Source: an optimization exercise on an open RTL-to-GDS flow (aim: small area). Production flows keep margins and buffers that such runs may drop. In this exercise RTL edits were held to simulation tests only and were not proved equivalent to the original.

==> inputs of violet <==
Design SystolicArray, start of the top module:
module SystolicArray(
  input         clock,
  input  [15:0] io_inAct_0,
  input  [15:0] io_inAct_1,
  input  [15:0] io_inAct_2,
  input  [15:0] io_inAct_3,
  input  [15:0] io_inWeight_0,
  input  [15:0] io_inWeight_1,
  input  [15:0] io_inWeight_2,
  input  [15:0] io_inWeight_3,
  output [39:0] io_outSum_0,
  output [39:0] io_outSum_1,
  output [39:0] io_outSum_2,
  output [39:0] io_outSum_3,
  input         io_inwtValid
);
make LEC_CHECK=0 CAP_MARGIN=20 CORE_MARGIN=2 CORE_UTILIZATION=60 CTS_BUF_LIST=sky130_fd_sc_hd__clkbuf_4 CTS_CLUSTER_SIZE=16 PLACE_DENSITY=0.7 SLEW_MARGIN=20 SYNTH_HIERARCHICAL=1 SYNTH_MINIMUM_KEEP_SIZE=0 finish   # period 10.0 ns
run.sh (not shown) runs the stock make flow with config.mk's settings and CLKGATE_MAP_FILE= SYNTH_SCRIPT=/design/flow/synth_recipe.tcl, a recipe that flattens the netlist after the stock synthesis.
==> xenon: changes against violet <==
Settings changed: CORE_UTILIZATION 60 to 45, CTS_BUF_LIST sky130_fd_sc_hd__clkbuf_4 to default, CTS_CLUSTER_SIZE 16 to default, PLACE_DENSITY 0.7 to 0.6.
==> results.json <==
{
  "path_cells": "buf_4, nand2_1, o21ai_1, a22oi_1, xnor2_1, ha_1, fa_1, fa_1, fa_1, fa_1, ha_1, fa_1, fa_1, fa_1, fa_1, fa_1, fa_1, nand4_1, o21bai_1, or2_2, ha_1, xor2_1",
  "crit_path_start": "w_1_2[1]",
  "outcome": "complete, no violations",
  "start_util": 0.452,
  "grt_pass1_wl_um": 598000,
  "multi_input_area_um2": 107000,
  "met3WireLength_um": 32700,
  "grt_max_degree": 66,
  "dpl.hpwl_um": 287000
}
Source of the figures above: xenon

==> results.json <==
{
  "grt_max_degree": 76,
  "grt_pass1_wl_um": 570000,
  "met3WireLength_um": 42100,
  "dpl.hpwl_um": 271000,
  "multi_input_area_um2": 107000,
  "postCtsResizedCells": 0,
  "path_cells": "buf_16, buf_12, mux2_2, ha_1, ha_1, fa_1, fa_1, fa_1, fa_1, fa_1, fa_1, fa_1, fa_1, fa_1, fa_1, fa_1, nand4_4, o21bai_4, a21o_4, ha_1, xor2_1",
  "outcome": "complete, no violations",
  "crit_path_start": "validReg"
}
Source of the figures above: violet


========
==> inputs of run D <==
Another version of the RTL of SystolicArray (not shown whole).
Settings: LEC_CHECK=0, CAP_MARGIN=20, CORE_MARGIN=2, CORE_UTILIZATION=60, CTS_BUF_LIST=sky130_fd_sc_hd__clkbuf_16, CTS_CLUSTER_DIAMETER=100, CTS_CLUSTER_SIZE=30, PLACE_DENSITY=0.7, SLEW_MARGIN=20, SYNTH_HIERARCHICAL=1, SYNTH_MINIMUM_KEEP_SIZE=0; clock period 10.0 ns.
standard.sh (not shown) runs the stock make flow with config.mk's settings and CLKGATE_MAP_FILE= SYNTH_SCRIPT=/design/flow/synth_recipe.tcl, a recipe that flattens the netlist after the stock synthesis.
==> flow/flow/run.sh <==
#!/bin/bash
set -euo pipefail
bash standard.sh "BUFFER_PORTS_ARGS=-buffer_cell sky130_fd_sc_hd__buf_1" finish > standard_make.log 2>&1
==> run P: changes against run D <==
==> flow/run.sh (new file) <==
#!/bin/bash
# synth_recipe.tcl (not shown) runs the flow's synth.tcl, then flattens the netlist and writes it again
# the make line also repeats each setting of config.mk as NAME=value (left out here)
make -C /OpenROAD-flow-scripts/flow DESIGN_CONFIG=/design/flow/config.mk WORK_HOME=/design/flow/orfs CLKGATE_MAP_FILE= SYNTH_SCRIPT=/design/flow/synth_recipe.tcl finish
Settings changed: CTS_BUF_LIST sky130_fd_sc_hd__clkbuf_16 to sky130_fd_sc_hd__clkbuf_4, CTS_CLUSTER_DIAMETER 100 to unset, CTS_CLUSTER_SIZE 30 to 16.
removed: flow/flow/run.sh
removed: flow/standard.sh
==> run C: changes against run D <==
==> flow/run.sh (new file) <==
#!/bin/bash
# synth_recipe.tcl (not shown) runs the flow's synth.tcl, then flattens the netlist and writes it again
# the make line also repeats each setting of config.mk as NAME=value (left out here)
make -C /OpenROAD-flow-scripts/flow DESIGN_CONFIG=/design/flow/config.mk WORK_HOME=/design/flow/orfs CLKGATE_MAP_FILE= SYNTH_SCRIPT=/design/flow/synth_recipe.tcl finish
Settings changed: CAP_MARGIN 20 to 10, CTS_BUF_LIST sky130_fd_sc_hd__clkbuf_16 to sky130_fd_sc_hd__clkbuf_4 sky130_fd_sc_hd__clkbuf_8, CTS_CLUSTER_DIAMETER 100 to unset, CTS_CLUSTER_SIZE 30 to 24, SLEW_MARGIN 20 to 10.
removed: flow/flow/run.sh
removed: flow/standard.sh
==> comparison table <==
	run P	run C	run D
Largest net degree at the start of global routing	97	97	100
Average wire per standard cell	25.6 um	25.8 um	26.0 um
Clock Latency Late Sink	1370 ps	990 ps	810 ps
Depth of the worst register-to-register path	20	20	18
Final critical path time including I/O delays and setup	8240 ps	8180 ps	8150 ps
Post-DP HPWL	264000 um	264000 um	263000 um
Data arrival time at the worst-slack endpoint	9480 ps	9060 ps	8880 ps
Crit path depth	20	20	18
Worst-path clk slew	70 ps	60 ps	100 ps
Number of inserted filler cells in the final layout	16392	16115	16522
Post-route cell area	0.138 sq mm	0.139 sq mm	0.135 sq mm
Outcome	no timing/DRC/antenna violations	no timing/DRC/antenna violations	no timing/DRC/antenna violations
DR vias	89904	89040	88333
Critical Path RT	11240 ps	10880 ps	10730 ps
CP max FO	23	23	72
Routability congestion estimate	0.956	0.956	0.975

========
==> run B: inputs <==
Starting RTL as in the previous note.
Settings: LEC_CHECK=0, CAP_MARGIN=20, CORE_MARGIN=2, CORE_UTILIZATION=60, CTS_BUF_LIST=sky130_fd_sc_hd__clkbuf_16, CTS_CLUSTER_DIAMETER=100, CTS_CLUSTER_SIZE=30, PLACE_DENSITY=0.7, SLEW_MARGIN=20, SYNTH_HIERARCHICAL=1, SYNTH_MINIMUM_KEEP_SIZE=0; clock period 10.0 ns.
run.sh (not shown) runs the stock make flow with config.mk's settings and CLKGATE_MAP_FILE= SYNTH_SCRIPT=/design/flow/synth_recipe.tcl, a recipe that flattens the netlist after the stock synthesis.
Stock flow here: none of the scripts above is used.
==> run H: changes against run B <==
==> flow/flow/run.sh (new file) <==
#!/bin/bash
set -euo pipefail
CTS="-sink_clustering_enable -repair_clock_nets -sink_clustering_size 30 -sink_clustering_max_diameter 100"
CTS="$CTS -buf_list sky130_fd_sc_hd__clkbuf_16 -dont_use_dummy_load"
bash standard.sh "BUFFER_PORTS_ARGS=-buffer_cell sky130_fd_sc_hd__buf_1" "CTS_ARGS=$CTS" finish > standard_make.log 2>&1
==> flow/standard.sh (new file) <==
#!/bin/bash
# synth_recipe.tcl (not shown) runs the flow's synth.tcl, then flattens the netlist and writes it again
# the make line also repeats each setting of config.mk as NAME=value (left out here)
make -C /OpenROAD-flow-scripts/flow DESIGN_CONFIG=/design/flow/config.mk WORK_HOME=/design/flow/orfs CLKGATE_MAP_FILE= SYNTH_SCRIPT=/design/flow/synth_recipe.tcl "${@:-finish}"
removed: flow/run.sh
==> out/summary.txt <==
=================================================================================
Total non-filler cell area in the finished layout ..................   134000 µm²
End-of-flow core utilization .......................................        63.4%
Hold slack .........................................................     0.511 ns
Detailed-placement wirelength estimate .............................    263000 µm
End point of the critical path .....................................    p_3_3[30]
Wire length of the first global-routing pass .......................    549000 µm
Proportion of final cell area spent on non-clock buffers ...........        2.55%
Clock latency of the later-clocked register in the worst-skew pair .      0.79 ns
Total Routing Usage GR .............................................        32.5%
Final-layout clock buffer total ....................................           60
Area after DPL .....................................................   133000 µm²
Routed via count ...................................................        88.2k
Number of global-route vias before repair ..........................        90.7k
Final worst-path setup slack .......................................      1.85 ns
Met3 layer wire length in the routed design ........................     42000 µm
Status ............................................................. finished clean
=================================================================================
Source of the figures above: run H

==> out/summary.txt <==
=================================================================================
Status ............................................................. finished clean
Routed via count ...................................................        88.3k
Met3 layer wire length in the routed design ........................     43000 µm
Final-layout clock buffer total ....................................           63
End-of-flow core utilization .......................................        64.7%
Total Routing Usage GR .............................................        32.7%
Proportion of final cell area spent on non-clock buffers ...........        3.76%
Wire length of the first global-routing pass .......................    555000 µm
Clock latency of the later-clocked register in the worst-skew pair .      0.83 ns
Area after DPL .....................................................   134000 µm²
Final worst-path setup slack .......................................      1.85 ns
=================================================================================
Source of the figures above: run B

re-timing with driven ports:
Ports are ideal in the flow. The routed layouts listed here were re-timed in OpenROAD. Step 1 (the two cells are an assumption about what drives the block):
set clk [get_ports {clock}]
set_driving_cell -lib_cell sky130_fd_sc_hd__clkbuf_16 $clk
set_driving_cell -lib_cell sky130_fd_sc_hd__buf_2 [delete_from_list [all_inputs] $clk]
Step 2, shift: input delay + t, output delay - t, t = (earliest + latest rising clock arrival at the registers) / 2. This alone moves slack from input paths to output paths. a / b / c = ideal ports / drivers / drivers and shift; a / b = the first two.
run	t, ns	slack for setup (ns)	hold WS [ns]	clock arrival spread, ns	slew at the worst register clock pin (ns)
violet	1.421	1.894 / 1.894 / 1.576	0.538 / 0.538 / 0.538	0.165 / 0.165	0.09 / 0.09
xenon	0.924	1.933 / 1.933 / 1.532	0.528 / 0.528 / 0.528	0.045 / 0.045	0.07 / 0.07
run D	0.871	1.850 / 1.850 / 1.850	0.558 / 0.558 / 0.558	0.058 / 0.059	0.12 / 0.12
run P	1.416	1.762 / 1.762 / 1.623	0.468 / 0.468 / 0.468	0.152 / 0.152	0.10 / 0.10
run C	1.043	1.824 / 1.824 / 1.637	0.538 / 0.538 / 0.538	0.086 / 0.086	0.08 / 0.08
run B	0.879	1.848 / 1.848 / 1.620	0.551 / 0.551 / 0.551	0.089 / 0.090	0.12 / 0.12
run H	0.838	1.847 / 1.847 / 1.847	0.511 / 0.511 / 0.511	0.091 / 0.092	0.11 / 0.11
After both steps setup and hold are still met in every run listed. For xenon, which loses most, drivers alone change the setup slack by 0.000 ns; drivers and shift together by -0.401 ns.
